Source: an optimization exercise on an open RTL-to-GDS flow (aim: small area). Production flows keep margins and buffers that such runs may drop.
Function was checked by simulation only, so behaviour that the tests miss may differ from the original.
Power and IR drop assume default switching activity.

==> inputs of wip/xenon <==
==> flow/design.v <==
`timescale 1ns / 1ps
module LED_Driver(
    input clk,
    input [8:0] sw,
    input btnC,
    input btnU,
    input btnD,
    output [15:0] led,
    output reg [6:0] seg,
    output [6:0] ja_oe,
    output [6:0] ja_out,
    output reg [3:0] an
    );
    wire rst = btnC;
    localparam [17:0] FL_TERM = 18'b111111010011011110;
    reg  [17:0] fl;
    reg         flash;    
    reg         par;      
    wire        fl_tc = (fl == FL_TERM);
    always @(posedge clk) begin
        if (rst | fl_tc) fl <= 18'd0;
        else             fl <= {~fl[16:0], ~(fl[17] ^ fl[6])};
        if (rst) begin
            flash <= 1'b0;
            par   <= 1'b0;
        end else if (fl_tc) begin
            flash <= ~flash;
            if (!flash) par <= ~par;
        end
    end
    localparam [11:0] SC_TERM = 12'b011100100111;
    reg  [11:0] sc;
    reg         sc_clk;
    wire        sc_tc = (sc == SC_TERM);
    wire        step  = !rst && sc_tc && !sc_clk;
    always @(posedge clk) begin
        if (rst | sc_tc) sc <= 12'd0;
        else             sc <= {~sc[10:0], sc[11] ^ sc[0]};
        if (rst)        sc_clk <= 1'b0;
        else if (sc_tc) sc_clk <= ~sc_clk;
    end
    localparam [2:0] S_TURN = 3'b000, S_ERR = 3'b001, S_CHKV_OK = 3'b010,
                     S_CHKV_BAD = 3'b011, S_CHKW = 3'b100, S_WIN = 3'b101,
                     S_START = 3'b110, S_CATS = 3'b111;
    reg  [3:0] gs, nx;
    reg  [8:0] occ_sq_n, occ_pl_n;    
    reg  [8:0] occ_sq, occ_pl;        
    reg        rb;                    
    wire       p  = gs[3];
    wire [2:0] s  = gs[2:0];
    wire onehot = (sw == 9'h001) | (sw == 9'h002) | (sw == 9'h004) |
                  (sw == 9'h008) | (sw == 9'h010) | (sw == 9'h020) |
                  (sw == 9'h040) | (sw == 9'h080) | (sw == 9'h100);
    wire v = onehot && ((occ_sq & sw) == 9'd0);
    wire [8:0] q  = occ_sq;
    wire [8:0] qp = occ_pl;
    wire [8:0] t = p ? ~qp : qp;
    wire [7:0] m;
    assign m[0] = t[0] & t[1] & t[2];
    assign m[1] = t[5] & t[4] & t[3];
    assign m[2] = t[6] & t[7] & t[8];
    assign m[3] = t[6] & t[0] & t[3];
    assign m[4] = t[1] & t[4] & t[7];
    assign m[5] = t[5] & t[8] & t[2];
    assign m[6] = t[0] & t[4] & t[8];
    assign m[7] = t[6] & t[4] & t[2];
    wire [7:0] qline;
    assign qline[0] = q[0] & q[1] & q[2];
    assign qline[1] = q[5] & q[4] & q[3];
    assign qline[2] = q[6] & q[7] & q[8];
    assign qline[3] = q[6] & q[0] & q[3];
    assign qline[4] = q[1] & q[4] & q[7];
    assign qline[5] = q[5] & q[8] & q[2];
    assign qline[6] = q[0] & q[4] & q[8];
    assign qline[7] = q[6] & q[4] & q[2];
    wire win = |(m & (p ? qline : 8'hff));    
    wire full = &q;
    reg [3:0] nx_d;
    always @(*) begin
        case (s)
            S_TURN, S_ERR: nx_d = rb ? {p, 2'b01, ~v} : gs;
            S_CHKV_OK:     nx_d = {p, S_CHKW};
            S_CHKV_BAD:    nx_d = {p, S_ERR};
            S_CHKW:        nx_d = win ? {p, S_WIN} :
                                  full ? {p, S_CATS} : {~p, S_TURN};
            S_START:       nx_d = {1'b0, S_TURN};
            default:       nx_d = gs;        
        endcase
    end
    wire upd = (s == S_CHKV_OK);
    always @(posedge clk) begin
        gs     <= nx;
        occ_sq <= occ_sq_n;
        occ_pl <= occ_pl_n;
        rb     <= nx[3] ? btnD : btnU;
        if (rst) begin
            nx       <= {1'b0, S_START};
            occ_sq_n <= 9'd0;
            occ_pl_n <= 9'd0;
        end else begin
            nx <= nx_d;
            if (upd)       occ_sq_n <= q | sw;
            if (upd && !p) occ_pl_n <= qp | sw;
        end
    end
    wire turnX = ((s == S_TURN) | (s == S_ERR)) & !p | (s == S_START);
    wire turnO = ((s == S_TURN) | (s == S_ERR)) & p;
    wire [8:0] line = m[7] ? 9'b001010100 :
                      m[6] ? 9'b100010001 :
                      m[5] ? 9'b100100100 :
                      m[4] ? 9'b010010010 :
                      m[3] ? 9'b001001001 :
                      m[2] ? 9'b111000000 :
                      m[1] ? 9'b000111000 :
                      m[0] ? 9'b000000111 : 9'b000000000;
    wire [8:0] occ_pos = (s == S_WIN) ? (flash ? line : 9'd0)
                                      : (par ? q : qp);
    reg  [2:0] jr, jc;
    reg        emit;
    wire       c5   = jc[2] & ~jc[1];
    wire [2:0] n_jc = {jc[1:0], ~jc[2]};
    wire [2:0] n_jr = c5 ? {jr[1:0], ~jr[2]} : jr;
    wire [2:0] rsel = {n_jr[2] & ~n_jr[0], n_jr[1] & n_jr[0], ~n_jr[2] & ~n_jr[1]};
    wire [2:0] csel = {n_jc[2] & ~n_jc[0], n_jc[1] & n_jc[0], ~n_jc[2] & ~n_jc[1]};
    wire       n_rodd = n_jr[2] ^ n_jr[1] ^ n_jr[0];
    wire [8:0] e = occ_pos & (n_rodd ? qp : 9'h1ff);
    wire       e_sel = |({rsel[2] & csel[2], rsel[2] & csel[1], rsel[2] & csel[0],
                          rsel[1] & csel[2], rsel[1] & csel[1], rsel[1] & csel[0],
                          rsel[0] & csel[2], rsel[0] & csel[1], rsel[0] & csel[0]} & e);
    always @(posedge clk) begin
        if (rst) begin
            jr <= 3'b100; jc <= 3'b100;
            emit <= 1'b0;
        end else if (step) begin
            jr <= n_jr; jc <= n_jc;
            emit <= e_sel;
        end
    end
    wire [5:0] rh = {jr[2] & ~jr[1], jr[1] & ~jr[0], jr[2] & jr[0],
                     ~jr[2] & jr[1], ~jr[1] & jr[0], ~jr[2] & ~jr[0]};
    wire [5:0] ch = {jc[2] & ~jc[1], jc[1] & ~jc[0], jc[2] & jc[0],
                     ~jc[2] & jc[1], ~jc[1] & jc[0], ~jc[2] & ~jc[0]};
    wire [4:0] rgt = {rh[5], |rh[5:4], |rh[5:3], |rh[5:2], |rh[5:1]};
    wire [6:0] cp;
    assign cp[0] = ch[0] & rgt[0];
    assign cp[1] = ch[1] & rgt[1] | ch[0] & ~rgt[0];
    assign cp[2] = ch[2] & rgt[2] | ch[1] & ~rgt[1];
    assign cp[3] = ch[3] & rgt[3] | ch[2] & ~rgt[2];
    assign cp[4] = ch[4] & rgt[4] | ch[3] & ~rgt[3];
    assign cp[5] =                  ch[4] & ~rgt[4];
    assign cp[6] = ch[5];
    assign ja_oe  = emit ? ({1'b0, rh} | cp) : 7'd0;
    assign ja_out = ~{1'b0, rh};          
    localparam [2:0] C_NONE = 3'd0, C_E = 3'd1, C_X = 3'd2, C_O = 3'd3, C_CATS = 3'd4;
    reg  [2:0] held;
    reg  [2:0] cls;
    always @(*) begin
        case (s)
            S_ERR:   cls = C_E;
            S_WIN:   cls = p ? C_O : C_X;
            S_CATS:  cls = C_CATS;
            S_START: cls = held;
            default: cls = C_NONE;
        endcase
    end
    always @(posedge clk) held <= cls;
    always @(*) begin
        case (cls)
            C_E:     begin seg = 7'b0000110; an = 4'b1110; end
            C_NONE:  begin seg = 7'b0101011; an = 4'b1110; end
            C_O:     begin seg = 7'b1000000; an = 4'b1110; end
            C_X:     begin seg = 7'b0001001; an = 4'b1110; end
            default: begin seg = 7'b1111111; an = 4'b1111; end
        endcase
    end
    assign led[8:0]  = sw | occ_pos;
    assign led[15]   = turnX;
    assign led[14]   = turnO;
    assign led[13:9] = 5'b00000;
endmodule
==> flow/flow/run.sh <==
#!/bin/bash
# Standard ORFS layout with two changes:
#  - synthesis maps the logic with an area-oriented ABC script (flow/abc_min.script: deepsyn, then &nf);
#    everything else in the standard flow's synthesis script is unchanged;
#  - the port buffers use the smallest buffer cell;
#  - clock tree synthesis inserts no dummy loads.
set -euo pipefail
here=$(pwd)
export FLOW_ABC_SCRIPT=$here/flow/abc_min.script
{ echo "source $here/flow/abc_override.tcl"; cat synth_recipe.tcl; } > my_synth.tcl
sed "s#SYNTH_SCRIPT=[^ ]*#SYNTH_SCRIPT=$here/my_synth.tcl#" standard.sh > my_standard.sh
export CTS_ARGS="-sink_clustering_enable -repair_clock_nets -buf_list sky130_fd_sc_hd__clkbuf_8 -dont_use_dummy_load"
export BUFFER_PORTS_ARGS="-buffer_cell sky130_fd_sc_hd__buf_1"
bash my_standard.sh > standard.log 2>&1
==> flow/flow/abc_min.script <==
strash
&get -n
&deepsyn -I 10 -J 20
&put
strash
&get -n
&dch -f
&nf -p -R 1000
&put
==> flow/flow/abc_override.tcl <==
# Replaces the ABC script of ORFS's technology-mapping call with
# flow/abc_min.script and gives ABC the clock period in ps.
proc abc {args} {
  set out {}
  for {set i 0} {$i < [llength $args]} {incr i} {
    set a [lindex $args $i]
    if {$a eq "-script"} {
      incr i
      lappend out -script $::env(FLOW_ABC_SCRIPT)
    } elseif {$a eq "-D"} {
      incr i
      lappend out -D [expr {int($::env(FLOW_PERIOD_NS) * 1000)}]
    } else {
      lappend out $a
    }
  }
  yosys abc {*}$out
}
==> flow/standard.sh <==
#!/bin/bash
# synth_recipe.tcl (not shown) runs the flow's synth.tcl, then flattens the netlist and writes it again
# the make line also repeats each setting of config.mk as NAME=value (left out here)
make -C /OpenROAD-flow-scripts/flow DESIGN_CONFIG=/design/flow/config.mk WORK_HOME=/design/flow/orfs CLKGATE_MAP_FILE= SYNTH_SCRIPT=/design/flow/synth_recipe.tcl "${@:-finish}"
==> flow/config.mk <==
export PLATFORM = sky130hd
export DESIGN_NAME = LED_Driver
export DESIGN_NICKNAME = LED_Driver
export VERILOG_FILES = /design/flow/design.v
export SDC_FILE = /design/flow/constraint.sdc
export NUM_CORES = 4
export LEC_CHECK = 0
export ABC_AREA = 1
export CAP_MARGIN = 20
export CORE_MARGIN = 2
export CORE_UTILIZATION = 40
export CTS_BUF_LIST = sky130_fd_sc_hd__clkbuf_8
export SLEW_MARGIN = 20
==> flow/constraint.sdc <==
create_clock -name core_clock -period 5.0 [get_ports {clk}]
set_input_delay 1.0000 -clock core_clock [delete_from_list [all_inputs] [get_ports {clk}]]
set_output_delay 1.0000 -clock core_clock [all_outputs]
set_load 0.01 [all_outputs]
==> wip/ember: changes against wip/xenon <==
==> flow/design.v, changed modules only <==
module LED_Driver(
    input clk,
    input [8:0] sw,
    input btnC,
    input btnU,
    input btnD,
    output [15:0] led,
    output reg [6:0] seg,
    output [6:0] ja_oe,
    output [6:0] ja_out,
    output reg [3:0] an
    );
    wire rst = btnC;
    localparam [17:0] FL_TERM = 18'b111111010011011110;
    reg  [17:0] fl;
    reg         flash;    
    reg         par;      
    wire        fl_tc = (fl == FL_TERM);
    always @(posedge clk) begin
        if (rst | fl_tc) fl <= 18'd0;
        else             fl <= {~fl[16:0], ~(fl[17] ^ fl[6])};
        if (rst) begin
            flash <= 1'b0;
            par   <= 1'b0;
        end else if (fl_tc) begin
            flash <= ~flash;
            if (!flash) par <= ~par;
        end
    end
    localparam [11:0] SC_TERM = 12'b011100100111;
    reg  [11:0] sc;
    reg         sc_clk;
    wire        sc_tc = (sc == SC_TERM);
    wire        step  = !rst && sc_tc && !sc_clk;
    always @(posedge clk) begin
        if (rst | sc_tc) sc <= 12'd0;
        else             sc <= {~sc[10:0], sc[11] ^ sc[0]};
        if (rst)        sc_clk <= 1'b0;
        else if (sc_tc) sc_clk <= ~sc_clk;
    end
    localparam [2:0] S_TURN = 3'b000, S_ERR = 3'b001, S_CHKV_OK = 3'b010,
                     S_CHKV_BAD = 3'b011, S_CHKW = 3'b100, S_WIN = 3'b101,
                     S_START = 3'b110, S_CATS = 3'b111;
    reg  [3:0] gs, nx;
    reg  [8:0] occ_sq_n, occ_pl_n;    
    reg  [8:0] occ_sq, occ_pl;        
    reg        rb;                    
    wire       p  = gs[3];
    wire [2:0] s  = gs[2:0];
    wire onehot = (sw == 9'h001) | (sw == 9'h002) | (sw == 9'h004) |
                  (sw == 9'h008) | (sw == 9'h010) | (sw == 9'h020) |
                  (sw == 9'h040) | (sw == 9'h080) | (sw == 9'h100);
    wire v = onehot && ((occ_sq & sw) == 9'd0);
    wire [8:0] q  = occ_sq;
    wire [8:0] qp = occ_pl;
    wire [8:0] qo = q & ~qp;
    wire winx = (qp[0]&qp[1]&qp[2]) | (qp[5]&qp[4]&qp[3]) | (qp[6]&qp[7]&qp[8]) |
                (qp[6]&qp[0]&qp[3]) | (qp[1]&qp[4]&qp[7]) | (qp[5]&qp[8]&qp[2]) |
                (qp[0]&qp[4]&qp[8]) | (qp[6]&qp[4]&qp[2]);
    wire wino = (qo[0]&qo[1]&qo[2]) | (qo[5]&qo[4]&qo[3]) | (qo[6]&qo[7]&qo[8]) |
                (qo[6]&qo[0]&qo[3]) | (qo[1]&qo[4]&qo[7]) | (qo[5]&qo[8]&qo[2]) |
                (qo[0]&qo[4]&qo[8]) | (qo[6]&qo[4]&qo[2]);
    wire full = &q;
    reg [3:0] nx_d;
    always @(*) begin
        case (s)
            S_TURN, S_ERR: nx_d = rb ? {p, 2'b01, ~v} : gs;
            S_CHKV_OK:     nx_d = {p, S_CHKW};
            S_CHKV_BAD:    nx_d = {p, S_ERR};
            S_CHKW:        nx_d = (p ? wino : winx) ? {p, S_WIN} :
                                  full ? {p, S_CATS} : {~p, S_TURN};
            S_START:       nx_d = {1'b0, S_TURN};
            default:       nx_d = gs;        
        endcase
    end
    wire upd = (s == S_CHKV_OK);
    always @(posedge clk) begin
        gs     <= nx;
        occ_sq <= occ_sq_n;
        occ_pl <= occ_pl_n;
        rb     <= nx[3] ? btnD : btnU;
        if (rst) begin
            nx       <= {1'b0, S_START};
            occ_sq_n <= 9'd0;
            occ_pl_n <= 9'd0;
        end else begin
            nx <= nx_d;
            if (upd)       occ_sq_n <= q | sw;
            if (upd && !p) occ_pl_n <= qp | sw;
        end
    end
    wire turnX = ((s == S_TURN) | (s == S_ERR)) & !p | (s == S_START);
    wire turnO = ((s == S_TURN) | (s == S_ERR)) & p;
    wire [8:0] t = p ? ~qp : qp;
    wire [7:0] m;
    assign m[0] = t[0] & t[1] & t[2];
    assign m[1] = t[5] & t[4] & t[3];
    assign m[2] = t[6] & t[7] & t[8];
    assign m[3] = t[6] & t[0] & t[3];
    assign m[4] = t[1] & t[4] & t[7];
    assign m[5] = t[5] & t[8] & t[2];
    assign m[6] = t[0] & t[4] & t[8];
    assign m[7] = t[6] & t[4] & t[2];
    wire [8:0] line = m[7] ? 9'b001010100 :
                      m[6] ? 9'b100010001 :
                      m[5] ? 9'b100100100 :
                      m[4] ? 9'b010010010 :
                      m[3] ? 9'b001001001 :
                      m[2] ? 9'b111000000 :
                      m[1] ? 9'b000111000 :
                      m[0] ? 9'b000000111 : 9'b000000000;
    wire [8:0] occ_pos = (s == S_WIN) ? (flash ? line : 9'd0)
                                      : (par ? q : qp);
    reg       cl, rl, emit;
    reg [1:0] ch, rh;
    wire [1:0] ch_inc = {ch[0], ~ch[1] & ~ch[0]};
    wire [1:0] rh_inc = {rh[0], ~rh[1] & ~rh[0]};
    wire       c1 = cl & ch[1];           
    wire       n_cl = ~cl;
    wire [1:0] n_ch = cl ? ch_inc : ch;
    wire       n_rl = rl ^ c1;
    wire [1:0] n_rh = (c1 & rl) ? rh_inc : rh;
    wire [8:0] e = occ_pos & (n_rl ? qp : 9'h1ff);
    reg        e_sel;
    always @(*) begin
        case ({n_rh, n_ch})
            4'b0000: e_sel = e[0];
            4'b0001: e_sel = e[1];
            4'b0010: e_sel = e[2];
            4'b0100: e_sel = e[3];
            4'b0101: e_sel = e[4];
            4'b0110: e_sel = e[5];
            4'b1000: e_sel = e[6];
            4'b1001: e_sel = e[7];
            default: e_sel = e[8];
        endcase
    end
    always @(posedge clk) begin
        if (rst) begin
            cl <= 1'b1; ch <= 2'd2; rl <= 1'b1; rh <= 2'd2;
            emit <= 1'b0;
        end else if (step) begin
            cl <= n_cl; ch <= n_ch; rl <= n_rl; rh <= n_rh;
            emit <= e_sel;
        end
    end
    wire [2:0] r = {rh, rl};              
    wire [2:0] c = {ch, cl};
    wire [2:0] colpin = (c < r) ? c : c + 3'd1;
    wire [6:0] rowhot = 7'd1 << r;
    wire [6:0] colhot = 7'd1 << colpin;
    assign ja_oe  = emit ? (rowhot | colhot) : 7'd0;
    assign ja_out = ~rowhot;              
    localparam [2:0] C_NONE = 3'd0, C_E = 3'd1, C_X = 3'd2, C_O = 3'd3, C_CATS = 3'd4;
    reg  [2:0] held;
    reg  [2:0] cls;
    always @(*) begin
        case (s)
            S_ERR:   cls = C_E;
            S_WIN:   cls = p ? C_O : C_X;
            S_CATS:  cls = C_CATS;
            S_START: cls = held;
            default: cls = C_NONE;
        endcase
    end
    always @(posedge clk) held <= cls;
    always @(*) begin
        case (cls)
            C_E:     begin seg = 7'b0000110; an = 4'b1110; end
            C_NONE:  begin seg = 7'b0101011; an = 4'b1110; end
            C_O:     begin seg = 7'b1000000; an = 4'b1110; end
            C_X:     begin seg = 7'b0001001; an = 4'b1110; end
            default: begin seg = 7'b1111111; an = 4'b1111; end
        endcase
    end
    assign led[8:0]  = sw | occ_pos;
    assign led[15]   = turnX;
    assign led[14]   = turnO;
    assign led[13:9] = 5'b00000;
endmodule
==> flow/run.sh (new file) <==
#!/bin/bash
# synth_recipe.tcl (not shown) runs the flow's synth.tcl, then flattens the netlist and writes it again
# the make line also repeats each setting of config.mk as NAME=value (left out here)
make -C /OpenROAD-flow-scripts/flow DESIGN_CONFIG=/design/flow/config.mk WORK_HOME=/design/flow/orfs CLKGATE_MAP_FILE= SYNTH_SCRIPT=/design/flow/synth_recipe.tcl finish
removed: flow/flow/run.sh
removed: flow/flow/abc_min.script
removed: flow/flow/abc_override.tcl
removed: flow/standard.sh
==> comparison <==
- Between wip/ember and wip/xenon, the lower core utilization is in wip/xenon (gap 2.6 points).
- In non-clock buffer count, wip/ember and wip/xenon do not differ.
- Area after synthesis: wip/xenon is smaller than wip/ember (16%).
- Of wip/xenon and wip/ember, wip/ember has the higher via count (gap about 20%, measured against wip/ember).
- Between wip/xenon and wip/ember, the lower clock power is in wip/xenon (gap about 26%, measured against wip/ember).
==> figures <==
metric                                                                        wip/xenon                 wip/ember
Internal Power                                                               0.001201 W                0.001051 W
Overall routing resource usage                                                   18.83%                    20.49%
Worst clock skew                                                             0.03845 ns                0.01194 ns
Run status                                                      complete, no violations   complete, no violations
Most instantiated library cell after synthesis                 sky130_fd_sc_hd__dfxtp_1  sky130_fd_sc_hd__nand2_1
Critical Path Stages                                                                 10                        13
Clock network latency to the later pin of the worst-skew pair                   0.36 ns                   0.37 ns
Mean post-synth cell area                                                     8.303 µm²                 7.096 µm²
Layout Nets                                                                         501                       663
Number of cell rows                                                                  34                        37
Met1 layer usage reported by global route                                        26.18%                    26.63%

## static timing again, ports no longer ideal
Ports are ideal in the flow. The routed layouts listed here were re-timed in OpenROAD. Step 1 assumes that a clkbuf_16 drives the clock port and a buf_2 every other input. Step 2 moves the port delays by t, midway between the first and last clock arrival at a register: inputs arrive t later, outputs are due t later. That takes back most of the time a late clock gives input paths. Slacks: ideal / step 1 / step 2; pairs: ideal / step 1.
run | shift t [ns] | setup WS [ns] | worst data-port slew with drivers (ns) | cell pins on the clock port's net
wip/xenon | 0.370 | 1.154 / 1.125 / 1.495 | 0.04 | 1
wip/ember | 0.399 | 1.000 / 0.963 / 1.362 | 0.03 | 1
After both steps setup and hold are still met in every run listed.
